This is an optimization exercise on Yosys and OpenROAD, whose aim is small area, not a production implementation. For this run, only the layout was checked, not whether the RTL still works. Power figures rest on the tool's default switching activity, not on a simulated workload.

<file path="design.v">
`timescale 1ns / 1ps
module fifo #
(
    parameter FIFO_SIZE = 8,
    parameter DATA_WIDTH = 32
)
(
    input wire  clk,
    input wire  clear,
    input wire  push,
    input wire  pop,
    input wire  [DATA_WIDTH - 1:0] in_data,
    output wire [DATA_WIDTH - 1:0] out_data,
    output wire popped_last,
    output wire pushed_last
);
    reg [DATA_WIDTH - 1:0] fifo_data [FIFO_SIZE - 1 : 0];   
    reg [DATA_WIDTH - 1:0] buffer;
    reg pushed_last_value;
    reg popped_last_value;
    reg [15:0] data_count;
    reg [15:0] position;
    reg [15:0] counter;
    reg [2:0] fifo_state;
    localparam reg [2:0] INITIAL_STATE = 1;
    localparam reg [2:0] PUSH_STARTED = 2;
    localparam reg [2:0] PUSH_FINISHED = 3;
    localparam reg [2:0] POP_STARTED = 4;
    localparam reg [2:0] POP_FINISHED = 5;
    localparam reg [2:0] OPERATION_AWAITING = 6;
    assign out_data = buffer;
    assign pushed_last = pushed_last_value;
    assign popped_last = popped_last_value;
    always@ (posedge clk)
    begin
        if (clear == 1'b1)
        begin
            fifo_state = INITIAL_STATE;
            for(counter = 0; counter < FIFO_SIZE; counter = counter + 16'h01)
                fifo_data[counter] <= 0;
            position <= 0;
            data_count <= 0;    
            popped_last_value <= 1'b1;
            pushed_last_value <= 1'b0;
            buffer <= 0;
        end
        else
        begin
            case (fifo_state)
                INITIAL_STATE:
                begin
                    fifo_state = OPERATION_AWAITING;
                end
                OPERATION_AWAITING:
                begin
                    if (position == 0)
                    begin
                        popped_last_value <= 1'b1;
                    end
                    else
                    begin
                        popped_last_value <= 1'b0;
                    end
                    if(data_count == FIFO_SIZE)
                    begin
                        pushed_last_value <= 1'b1;
                    end
                    else
                    begin
                        pushed_last_value <= 1'b0;
                    end
                    if (push == 1'b1)
                    begin
                        fifo_state <= PUSH_STARTED;
                    end
                    if (pop == 1'b1)
                    begin
                       fifo_state <= POP_STARTED;
                    end
                end
                PUSH_STARTED:
                begin
                    if (data_count < FIFO_SIZE)
                    begin
                        fifo_data[position] <= in_data;
                        position <= position + 16'h01;     
                        data_count <= data_count + 16'h01;
                        fifo_state <= PUSH_FINISHED;
                        popped_last_value <= 1'b0;
                        if (position == FIFO_SIZE - 1)
                        begin
                            pushed_last_value <= 1'b1;
                        end
                    end
                    else
                    begin
                        fifo_state <= OPERATION_AWAITING;
                    end
                end
                PUSH_FINISHED:
                begin
                    if (push == 1'b0)
                    begin
                        fifo_state <= OPERATION_AWAITING;
                    end
                end
                POP_STARTED:
                begin
                    if (data_count > 0)
                    begin
                        buffer <= fifo_data[0];
                        data_count <= data_count - 16'h01;
                        pushed_last_value <= 0;
                        for(counter = 0; counter < FIFO_SIZE - 1; counter = counter + 16'h01)
                            fifo_data[counter] <= fifo_data[counter + 1];
                        fifo_data[FIFO_SIZE - 1] <= 0;
                        position <= position - 16'h01;
                        fifo_state <= POP_FINISHED;
                        pushed_last_value <= 1'b0;
                        if(position == 1)
                            popped_last_value <= 1'b1;
                    end
                    else
                    begin
                        fifo_state <= OPERATION_AWAITING;
                    end
                end
                POP_FINISHED:
                begin
                    if (pop == 1'b0)
                    begin
                        fifo_state <= OPERATION_AWAITING;
                    end
                end
            endcase
        end
    end
endmodule
module quick_rs232 #(
    parameter CLK_TICKS_PER_RS232_BIT = 434,              
    parameter DEFAULT_BYTE_LEN = 8,                       
    parameter DEFAULT_PARITY = 1,              
    parameter DEFAULT_STOP_BITS = 0,          
    parameter DEFAULT_RECV_BUFFER_LEN = 16,               
    parameter DEFAULT_FLOW_CONTROL = 0     
)
(
    input wire clk,                                       
    input wire rst,                                       
    input wire rx,                                        
    output reg tx,                                        
    input wire rts,                                       
    output reg cts,                                       
    input wire rx_read,                                   
    output reg rx_err,
    output wire [DEFAULT_BYTE_LEN-1:0] rx_data,           
    output reg rx_byte_received,                          
    input wire tx_transaction,                            
    input wire [DEFAULT_BYTE_LEN-1:0] tx_data,            
    input wire tx_data_ready,                             
    output reg tx_data_copied,                            
    output reg tx_busy                                    
);
localparam reg [3:0] IDLE_EXCHANGE_STATE = 1;
localparam reg [3:0] SYNCH_WAIT_EXCHANGE_STATE = 2;
localparam reg [3:0] SYNCH_START_EXCHANGE_STATE = 3;
localparam reg [3:0] START_BIT_EXCHANGE_STATE = 4;
localparam reg [3:0] DATA_BITS_EXCHANGE_STATE = 5;
localparam reg [3:0] PARITY_BIT_EXCHANGE_STATE = 6;
localparam reg [3:0] PARITY_BIT_ANALYZE_STATE = 7;
localparam reg [3:0] PARITY_REMANENCE_TIMEOUT_WAIT_STATE = 8;
localparam reg [3:0] STOP_BITS_EXCHANGE_STATE = 9;
localparam reg [3:0] SYNCH_STOP_EXCHANGE_STATE = 10;
localparam reg [31:0] PARITY_ANALYZE_OFFSET = 64;
reg [31:0] TICKS_PER_UART_BIT;                            
reg [31:0] HALF_TICKS_PER_UART_BIT;                       
reg [31:0] TOTAL_RX_TIMEOUT;
reg [3:0] tx_state;
reg [3:0] rx_state;
reg [DEFAULT_BYTE_LEN-1:0] tx_buffer;
reg [31:0] tx_bit_counter;
reg [31:0] tx_stop_bit_counter_limit;
reg [3:0]  tx_data_bit_counter;
reg tx_data_parity;
reg [DEFAULT_BYTE_LEN-1:0] rx_buffer;
wire rx_data_buffer_full;
reg [31:0] rx_bit_counter;
reg [31:0] rx_timeout;
reg [3:0]  rx_data_bit_counter;
reg [3:0] rx_parity_counter;
integer i;
integer j;
supply1 vcc;
supply0 gnd;
fifo #(.FIFO_SIZE(DEFAULT_RECV_BUFFER_LEN), .DATA_WIDTH(DEFAULT_BYTE_LEN)) 
rx_data_buffer (.clk(clk), .clear(rst), .push(rx_byte_received), .pop(rx_read), 
                .in_data(rx_buffer), .out_data(rx_data), .pushed_last(rx_data_buffer_full));
always @(posedge clk)
begin
    if (rst == 1'b1)
    begin
        rx_state <= IDLE_EXCHANGE_STATE;
        rx_byte_received <= 1'b0;
        rx_buffer <= 0;
        rx_bit_counter <= 0;
        rx_data_bit_counter <= 0;
        rx_err <= 1'b0;
        TICKS_PER_UART_BIT <= CLK_TICKS_PER_RS232_BIT;
        HALF_TICKS_PER_UART_BIT <= CLK_TICKS_PER_RS232_BIT / 2;
        j <= 0;
        TOTAL_RX_TIMEOUT <= 6400;  
        rx_timeout <= 0;
        rx_parity_counter <= 4'b0000;
    end
    else
    begin
        if (rx_state > SYNCH_START_EXCHANGE_STATE)
        begin
            rx_timeout <= rx_timeout + 1;
        end
        if (rx_timeout == TOTAL_RX_TIMEOUT)
        begin
            rx_state <= SYNCH_WAIT_EXCHANGE_STATE;
        end
        case (rx_state)
            IDLE_EXCHANGE_STATE:
            begin
                rx_state <= SYNCH_WAIT_EXCHANGE_STATE;
                cts <= 1'b0;
                rx_parity_counter <= 4'b0000;
            end
            SYNCH_WAIT_EXCHANGE_STATE:
            begin
                rx_err <= 1'b0;
                if (DEFAULT_FLOW_CONTROL == 0)
                begin
                    rx_state <= SYNCH_START_EXCHANGE_STATE;
                end
                else
                begin
                    if (rts == 1'b1)
                    begin
                        if(rx_data_buffer_full == 1'b0)
                        begin
                            cts <= 1'b1;
                            rx_state <= SYNCH_START_EXCHANGE_STATE;
                        end
                        else
                        begin
                            cts <= 1'b0;
                        end
                    end
                end
            end
            SYNCH_START_EXCHANGE_STATE:
            begin
                if (rx == 1'b0)
                begin
                    rx_timeout <= 0;
                    rx_state <= START_BIT_EXCHANGE_STATE;
                    rx_bit_counter <= 0;
                end
            end
            START_BIT_EXCHANGE_STATE:
            begin
                rx_bit_counter <= rx_bit_counter + 1;
                if (rx_bit_counter == TICKS_PER_UART_BIT)
                begin
                   rx_state <= DATA_BITS_EXCHANGE_STATE;
                   rx_bit_counter <= 0;
                   rx_data_bit_counter <= 0;
                   rx_parity_counter <= 4'b0000;
                end
            end
            DATA_BITS_EXCHANGE_STATE:
            begin
                rx_bit_counter <= rx_bit_counter + 1;
                if (rx_data_bit_counter == DEFAULT_BYTE_LEN)
                begin
                    rx_bit_counter <= 0;
                    rx_data_bit_counter <= 0;
                    rx_state <= PARITY_BIT_EXCHANGE_STATE;
                end
                else
                begin
                    if (rx_bit_counter == TICKS_PER_UART_BIT - 64)   
                    begin
                        rx_buffer[rx_data_bit_counter] <= rx;
                        if (rx == 1'b1)
                            rx_parity_counter <= rx_parity_counter + 4'b0001;
                    end
                    if (rx_bit_counter == TICKS_PER_UART_BIT)
                    begin
                        rx_bit_counter <= 0;
                        rx_data_bit_counter <= rx_data_bit_counter + 4'b0001;
                    end
                end
            end
            PARITY_BIT_EXCHANGE_STATE:
            begin
                rx_bit_counter <= rx_bit_counter + 1;
                if (rx_bit_counter == TICKS_PER_UART_BIT - PARITY_ANALYZE_OFFSET)
                begin
                    case (DEFAULT_PARITY)
                        0:
                        begin
                            rx_state <= PARITY_REMANENCE_TIMEOUT_WAIT_STATE;
                        end
                        3:
                        begin
                            if (rx != 1'b1)
                            begin
                                rx_err <= 1'b1;
                                rx_state <= PARITY_REMANENCE_TIMEOUT_WAIT_STATE;
                            end
                        end
                        4:
                        begin
                            if (rx != 1'b0)
                            begin
                                rx_err <= 1'b1;
                                rx_state <= PARITY_REMANENCE_TIMEOUT_WAIT_STATE;
                            end
                        end
                        default:
                        begin
                            rx_state <= PARITY_BIT_ANALYZE_STATE;
                        end
                    endcase
                end
            end
            PARITY_BIT_ANALYZE_STATE:
            begin
                if (DEFAULT_PARITY == 1)
                begin
                    if (rx_parity_counter[0] == 1'b1)   
                    begin
                        if (rx == 1'b1)
                            rx_err <= 1'b0;
                        else
                            rx_err <= 1'b1;
                    end
                    else                             
                    begin
                        if (rx == 1'b0) 
                            rx_err <= 1'b0;
                        else
                            rx_err <= 1'b1;
                    end
                end
                else
                begin
                    if (rx_parity_counter[0] == 1'b1)   
                    begin
                        if (rx == 1'b0)
                            rx_err <= 1'b0;
                        else
                            rx_err <= 1'b1;
                    end
                    else                             
                    begin
                        if (rx == 1'b1) 
                            rx_err <= 1'b0;
                        else
                            rx_err <= 1'b1;
                    end
                end
                rx_state <= PARITY_REMANENCE_TIMEOUT_WAIT_STATE;
            end
            PARITY_REMANENCE_TIMEOUT_WAIT_STATE:
            begin
                rx_bit_counter <= rx_bit_counter + 1;
                if (rx_bit_counter == TICKS_PER_UART_BIT + 1)
                begin
                    rx_bit_counter <= 0;
                    rx_state <= STOP_BITS_EXCHANGE_STATE;
                end
                if (rx_err == 1'b0)
                begin
                    rx_byte_received <= 1'b1;
                end
            end
            STOP_BITS_EXCHANGE_STATE:
            begin
                if (rx == 1'b1)
                begin
                    rx_state <= SYNCH_STOP_EXCHANGE_STATE;
                end
            end
            SYNCH_STOP_EXCHANGE_STATE:
            begin
                rx_state <= SYNCH_WAIT_EXCHANGE_STATE;
                rx_byte_received <= 1'b0;
                rx_err <= 1'b0;
            end
        endcase
    end
end
always @(posedge clk)
begin
    if (rst == 1'b1)
    begin
        tx_state <= IDLE_EXCHANGE_STATE;
        tx_data_copied <= 1'b0;
        tx_busy <= 1'b0;
        tx_buffer <= 0;
        tx_bit_counter <= 0;
        tx <= 1'b1;                        
        tx_data_bit_counter <= 4'b0000;    
        tx_data_parity <= 1'b0;
        tx_stop_bit_counter_limit <= 0;
        i <= 0;
    end
    else
    begin
        case (tx_state)
            IDLE_EXCHANGE_STATE:
            begin
                if (tx_transaction == 1'b1)
                begin
                    tx_state <= SYNCH_WAIT_EXCHANGE_STATE;
                    tx_buffer <= 0;
                    tx_data_copied <= 1'b0;
                    tx_busy <= 1'b0;
                    tx_bit_counter <= 0;
                    tx <= 1'b1;    
                    tx_data_parity <= 1'b0;
                    case (DEFAULT_STOP_BITS)
                        default:
                        begin
                            tx_stop_bit_counter_limit <= TICKS_PER_UART_BIT;
                        end
                        1:
                        begin
                            tx_stop_bit_counter_limit <= TICKS_PER_UART_BIT + HALF_TICKS_PER_UART_BIT;
                        end
                        2:
                        begin
                            tx_stop_bit_counter_limit <= TICKS_PER_UART_BIT + TICKS_PER_UART_BIT;
                        end
                    endcase
                end
                else
                begin
                end
            end
            SYNCH_WAIT_EXCHANGE_STATE:
            begin
                if (DEFAULT_FLOW_CONTROL == 0)
                begin
                    tx_state <= SYNCH_START_EXCHANGE_STATE;
                end
                else
                begin
                    if (DEFAULT_FLOW_CONTROL == 1)
                    begin
                        tx_state <= SYNCH_START_EXCHANGE_STATE;
                    end
                end
            end
            SYNCH_START_EXCHANGE_STATE:
            begin
                if (tx_data_ready == 1'b1)
                begin
                    tx_state <= START_BIT_EXCHANGE_STATE;
                    tx_buffer <= tx_data;
                    tx_data_copied <= 1'b1;
                    tx_busy <= 1'b1;
                    tx_data_bit_counter <=4'b0000;       
                end
                if (tx_transaction == 1'b0)
                begin
                    tx_state <= IDLE_EXCHANGE_STATE;
                end
            end
            START_BIT_EXCHANGE_STATE:
            begin
                tx <= 1'b0;
                tx_bit_counter <= tx_bit_counter + 1;
                if (tx_bit_counter >= TICKS_PER_UART_BIT)
                begin
                    tx_bit_counter <= 0;
                    tx_data_bit_counter <= 0;
                    tx_state <= DATA_BITS_EXCHANGE_STATE;
                end
            end
            DATA_BITS_EXCHANGE_STATE:
            begin
                if (tx_data_bit_counter == DEFAULT_BYTE_LEN)
                begin
                    tx_state <= PARITY_BIT_EXCHANGE_STATE;
                    tx_data_copied <= 1'b0;
                end
                else
                begin
                    tx <= tx_buffer[tx_data_bit_counter];
                    tx_bit_counter <= tx_bit_counter + 1;
                    if (tx_bit_counter >= TICKS_PER_UART_BIT)
                    begin
                        tx_bit_counter <= 0;
                        tx_data_bit_counter <= tx_data_bit_counter + 4'b0001;
                        if (tx_data_bit_counter == 0)
                        begin
                           tx_data_parity <= tx_buffer[0];
                        end
                        else
                        begin
                            tx_data_parity <= tx_data_parity ^ tx_buffer[tx_data_bit_counter];
                        end
                    end
                end
            end
            PARITY_BIT_EXCHANGE_STATE:
            begin
                if (tx_bit_counter == 0)
                begin
                    case (DEFAULT_PARITY)
                        0:
                        begin
                            tx_state <= STOP_BITS_EXCHANGE_STATE;
                        end
                        3:
                        begin
                            tx <= 1'b1;
                        end
                        4:
                        begin
                            tx <= 1'b0;
                        end
                        1:
                        begin
                            if (tx_data_parity == 1'b1)
                            begin
                                tx <= 1'b1;
                            end
                            else
                            begin
                                tx <= 1'b0;
                            end
                        end
                        2:
                        begin
                            if (tx_data_parity == 1'b1)
                            begin
                                tx <= 1'b0;
                            end
                            else
                            begin
                                tx <= 1'b1;
                            end
                        end
                    endcase
                end
                if (DEFAULT_PARITY != 0)
                begin
                    tx_bit_counter <= tx_bit_counter + 1;
                    if (tx_bit_counter == 1)
                    begin
                        if (DEFAULT_PARITY == 1)
                            tx <= tx_data_parity == 1'b0 ? 1'b0: 1'b1;
                        if (DEFAULT_PARITY == 2)
                            tx <= tx_data_parity == 1'b0 ? 1'b1: 1'b0;
                    end
                    if (tx_bit_counter == TICKS_PER_UART_BIT)
                    begin
                        tx_bit_counter <= 0;
                        tx_state <= STOP_BITS_EXCHANGE_STATE;
                    end
                end
            end
            STOP_BITS_EXCHANGE_STATE:
            begin
                tx <= 1'b1;
                tx_bit_counter <= tx_bit_counter + 1;
                if (tx_bit_counter >= tx_stop_bit_counter_limit)
                begin
                    tx_bit_counter <= 0;
                    tx_state <= SYNCH_STOP_EXCHANGE_STATE;
                end
            end
            SYNCH_STOP_EXCHANGE_STATE:
            begin
                tx_busy <= 1'b0;
                tx_state <= IDLE_EXCHANGE_STATE;
            end
        endcase
    end
end
endmodule
</file>
<file path="run.sh">
#!/bin/bash
# synth_recipe.tcl (not shown) runs the flow's synth.tcl, then flattens the netlist and writes it again
# the make line also repeats each setting of config.mk as NAME=value (left out here)
make -C /OpenROAD-flow-scripts/flow DESIGN_CONFIG=/design/flow/config.mk WORK_HOME=/design/flow/orfs CLKGATE_MAP_FILE= SYNTH_SCRIPT=/design/flow/synth_recipe.tcl finish
</file>
<file path="config.mk">
export PLATFORM = sky130hd
export DESIGN_NAME = quick_rs232
export DESIGN_NICKNAME = quick_rs232
export VERILOG_FILES = /design/flow/design.v
export SDC_FILE = /design/flow/constraint.sdc
export NUM_CORES = 4
export LEC_CHECK = 0
export CAP_MARGIN = 20
export CORE_MARGIN = 2
export CORE_UTILIZATION = 40
export SLEW_MARGIN = 20
</file>
<file path="constraint.sdc">
create_clock -name core_clock -period 10.0 [get_ports {clk}]
set_input_delay 2.0000 -clock core_clock [delete_from_list [all_inputs] [get_ports {clk}]]
set_output_delay 2.0000 -clock core_clock [all_outputs]
set_load 0.01 [all_outputs]
</file>
==> run summary <==
[cell usage after synthesis, types with 10 or more instances]
master	number	area, sq um
xnor2_1	48	420
a22o_1	83	727
nand2_1	185	694
a22oi_1	10	75.1
clkbuf_1	65	244
a211oi_1	10	75.1
nor4_1	25	156
and2_1	15	93.8
ha_1	35	438
nand4_1	24	150
buf_2	11	55.1
inv_1	41	154
nor2_1	197	739
a31oi_1	10	62.6
nand2b_1	18	113
and3_1	24	150
a21oi_1	71	355
edfxtp_1	128	3840
or3_1	10	62.6
xor2_1	50	438
dfxtp_1	167	3340
buf_1	11	41.3
nand3_1	52	260
o21ai_0	84	420
nor3_1	24	120
mux2i_1	19	190
[power by group]
| part | internal, mW | total (mW) | leakage [nW] | switching [mW] |
|---|---|---|---|---|
| logic | 0.143 | 0.388 | 2.62 | 0.245 |
| registers | 1.34 | 1.41 | 2.67 | 0.0694 |
| clock network | 0.798 | 1.28 | 0.569 | 0.482 |
[per-stage QoR]
| stage | setup WS, ns | std cells | area, sq um | total power [mW] | util, % |
|---|---|---|---|---|---|
| floorplan | 6.11 | 1539 | 14500 | 1.72 | - |
| global placement | 4.67 | 1942 | 15000 | 1.81 | 42.2 |
| detailed placement | 4.70 | 1943 | 15000 | 1.82 | 42.2 |
| CTS | 5.24 | 2005 | 16200 | 3.11 | 45.4 |
| global route | 5.04 | 2006 | 16200 | 3.23 | 45.5 |
| finish | 5.26 | 2006 | 16200 | 3.08 | 45.5 |
[area by class of cell]
cell class	instances	area [sq um]
Multi-Input combinational cell	1114	6820
Timing Repair Buffer	33	313
Clock buffer	55	1050
Tap cell	461	577
Sequential cell	295	7190
Clock inverter	7	109
Inverter	41	154
Fill cell	3350	19400
[routing by layer]
metal / wire (um) / GRT usage (%)
met1: 14300 / 21.2
met3: 1100 / 2.76
met4: 642 / 5.07
met5: 0 / 0
met2: 13400 / 25.3
[cell families after synthesis]
kind of cell | after synthesis | synth area share (%)
other cells | 1 | 0.0259
mux | 21 | 1.62
xor+xnor | 98 | 5.92
simple gates | 634 | 21.0
compound gates | 323 | 15.1
buf+inv | 130 | 3.54
fa+ha+maj | 37 | 3.29
flops | 295 | 49.5
[worst max-delay path by stage]
stage	slack [ns]	endpoint	cells past startpoint
6_report	5.26	rx_data_buffer.fifo_data[15][2]	5
5_1_grt	5.04	rx_data_buffer.fifo_data[15][7]	5
4_1_cts	5.24	rx_data_buffer.fifo_data[14][7]	5
3_5_place_dp	4.70	rx_data_buffer.fifo_data[14][1]	5
3_3_place_gp	4.67	rx_data_buffer.fifo_data[13][4]	5
2_1_floorplan	6.11	rx_bit_counter[11]	10
[worst register-to-register path: stages (launching register included)]
cell and delay, ns:
dfxtp_1 0.38, nor2_1 0.13, nand2_1 0.16, inv_1 0.53
ha_1 0.43, a21o_1 0.22, a2111oi_0 0.43, a31oi_1 0.20
a41o_1 0.29, o41ai_1 0.39, mux2i_1 0.27, xnor2_1 0.13
nor2_1 0.05
[state kept, by name, summed over array words and instances, names as in the netlist, 4 cells and up]
signal and flops:
rx_bit_counter 32, tx_data_bit_counter 4, rx_timeout 32, rx_buffer 8, tx_bit_counter 32, rx_data_buffer.position 4, rx_data_buffer.buffer 8, rx_data_bit_counter 4
rx_data_buffer.data_count 16, rx_state 4, tx_buffer 8, tx_state 4, rx_data_buffer.fifo_data 128
==> results.env <==
DIE-AREA_SQ_UM=37800
FINAL_MIN_PERIOD_OVER_CLOCK_PERIOD_PCT=47.4
PLACER_S_FINAL_ROUTABILITY_CONGESTION_ESTIMATE=0.764
ANTENNA_CELLS_INSERTED=0
CP.REQUIRED_NS=10.10
CRITICAL_PATH_CLASS='input port to flop'
FLOORPLAN.CORE_AREA_SQ_UM=35700
POSTROUTEWIRELENGTH_MM=29.4
INITIAL_UTIL_PCT=40.7
SYNTH_NETS=1591
CTS_BUFFERS=34
LARGEST_NET_DEGREE_AT_THE_START_OF_GLOBAL_ROUTING=81
DIE_W_UM=194
WORST_SETUP_PATH_END_KIND='flop'
WORSTHOLDSTART='rx_data_buffer.fifo_data[0][4]'
INITIALDRTVIOLATIONCOUNT=539
INTERNAL_REG_TO_REG_SETUP_SLACK_NS=6.23
LAYOUT_STAGE_AREA_GROWTH_OVER_THE_SYNTHESIS_RESULT_PCT=11.8
SLEW_HEADROOM_PCT=27.7
WORST_EP_ARRIVAL_TIME_NS=4.83
RSZ_0062_RAISED_AFTER_GLOBAL_ROUTING='no'
DRIVE_GT1_SHARE_PCT=5.24
SETUP.WORST_PATH.START='rst'
NETLIST_AREA_SQ_UM=14500
CTSRESIZECOUNT=0
FIRST_GLOBAL_VIAS=10285
FIN_SETUP_TNS_NS=0
SYN_AVG_CELL_AREA_SQ_UM=9.43
HOLDPATHEND='rx_data_buffer.buffer[4]'
GRT_FIRST_PASS_WIRELENGTH_MM=50.1
INITIAL_ANTENNA_VIOLATION_COUNT=0
VIAS=10862
DETAILEDPLACEMENTHPWL_MM=19.5
TRITONCTS='done'
WORST_R2R_ENDPOINT='rx_data_buffer.data_count[15]'
WORST_PATH_LARGEST_CELL_DELAY_NS=0.84
FINAL.MIN_CLOCK_PERIOD_NS=4.74
OVERFLOW=0
WORST_PATH_DOMINANT_CELL_FAMILY='buffers and inverters'
CLOCKBUFFERDEPTH=3
SETUP_VIOL=0
PWR_DENSITY_CELL_nW_PER_UM2=190
WORST_MIN_DELAY_PATH_CATEGORY='flop to flop'
DRTPASS1ITERATIONS=24
TOP_LEVEL_PORTS=29
LEAKAGEPOWER_nW=5.86
IR_DROP_uV=110
FINAL_NETS=1571
CRITICAL_PATH_PEAK_FANOUT=75
WORSTREG2REGSTART='rx_data_buffer.fifo_state[0]'
AVGROUTEDWIREPERCELL_UM=14.7
CP_CELL_SEQUENCE='buf_2 -> buf_4 -> inv_2 -> and2_0 -> o21ai_0'
DRT-VIAS-PER-INSTANCE=5.41
WORST_PATH_MAX_DELAY_CELL='inv_2'
WORSTHOLDPATHCELLS=2
SYNTH_EDF_COUNT=128
DRTANTENNAVIOLNETS=0
LAYOUT.CELLS.MOST_COMMON='nor2_1'
SEQUENTIAL_TO_TOTAL_AREA_SHARE_FROM_YOSYS_STAT_PCT=49.5
SYN_INST=1539
CLOCK_PIN_SLEW_REPORTED_FOR_THE_WORST_SETUP_AND_HOLD_PATHS_AFTER_CLOCK_TREE_SYNTHESIS_NS=0.06
CP_NUM_BUF_INV=3
CTS_ROOT_BUF='clkbuf_16'
DRV.MAX_CAP_VIOLATION_COUNT=0
TIMING.CLOCK.SKEW_NS=0.0184
STATUS='no timing/DRC/antenna violations'
POSTCTSSETUPBUFFERS=0
FINALMAXSLEWVIOLATIONS=0
DIE_HEIGHT_UM=194
CLOCK.FMAX_MHz=211
REPORT.FINAL.HOLD_VIOL_COUNT=0
POSTSYNTH.TOPFLOPCELL='dfxtp_1'
REGISTER_BIT_COUNT_REPORTED_BY_YOSYS=295
HTREEDEPTH=2
WORST_SETUP_START_KIND='input port'
SYNTH_CELL_TYPE_COUNT=79
HOLDWS_NS=0.477
DRC_ERRORS=0
WORST_R2R_PATH_DEPTH=12
ASYNCSETRESETFLOPFRACSYNTH_PCT=0
WORSTMARGINPINSLEW_NS=1.07
ROW_COUNT=69
CLKSINKCOUNT=295
GRT.TOTAL_USAGE_PCT=15.6
CLK-INSERTION-DELAY-LATE_NS=0.52
SYNTH.YOSYS.WARNINGS=2
HIGHEST_COUNT_CELLS_IN_THE_LAYOUT_IGNORING_FILL_AND_TAPS='nor2_1, nand2_1, dfxtp_1, edfxtp_1, a22o_1'
HOLD_BUFFERS=0
PORT_BUFFERS=26

separate check: timing with driven ports:
The flow's constraints put no driver on any port. The routed layout listed below was extracted and timed again, unchanged, in two steps.
Step 1 assumes that a clkbuf_16 drives the clock port and a buf_2 every other input.
Step 2 also shifts input and output timing later by t, the mid clock arrival at the registers, as if the neighbouring blocks saw the same clock.
Three values: ideal ports, drivers, drivers and shift; two values: the first two.
t (ns): 0.562
slack for setup (ns): 5.261 / 5.292 / 4.730
slew at the worst register clock pin (ns): 0.06 / 0.06
After both steps setup and hold are still met in this run. The setup slack of this run moves by +0.031 ns with the drivers and by -0.531 ns with both steps.
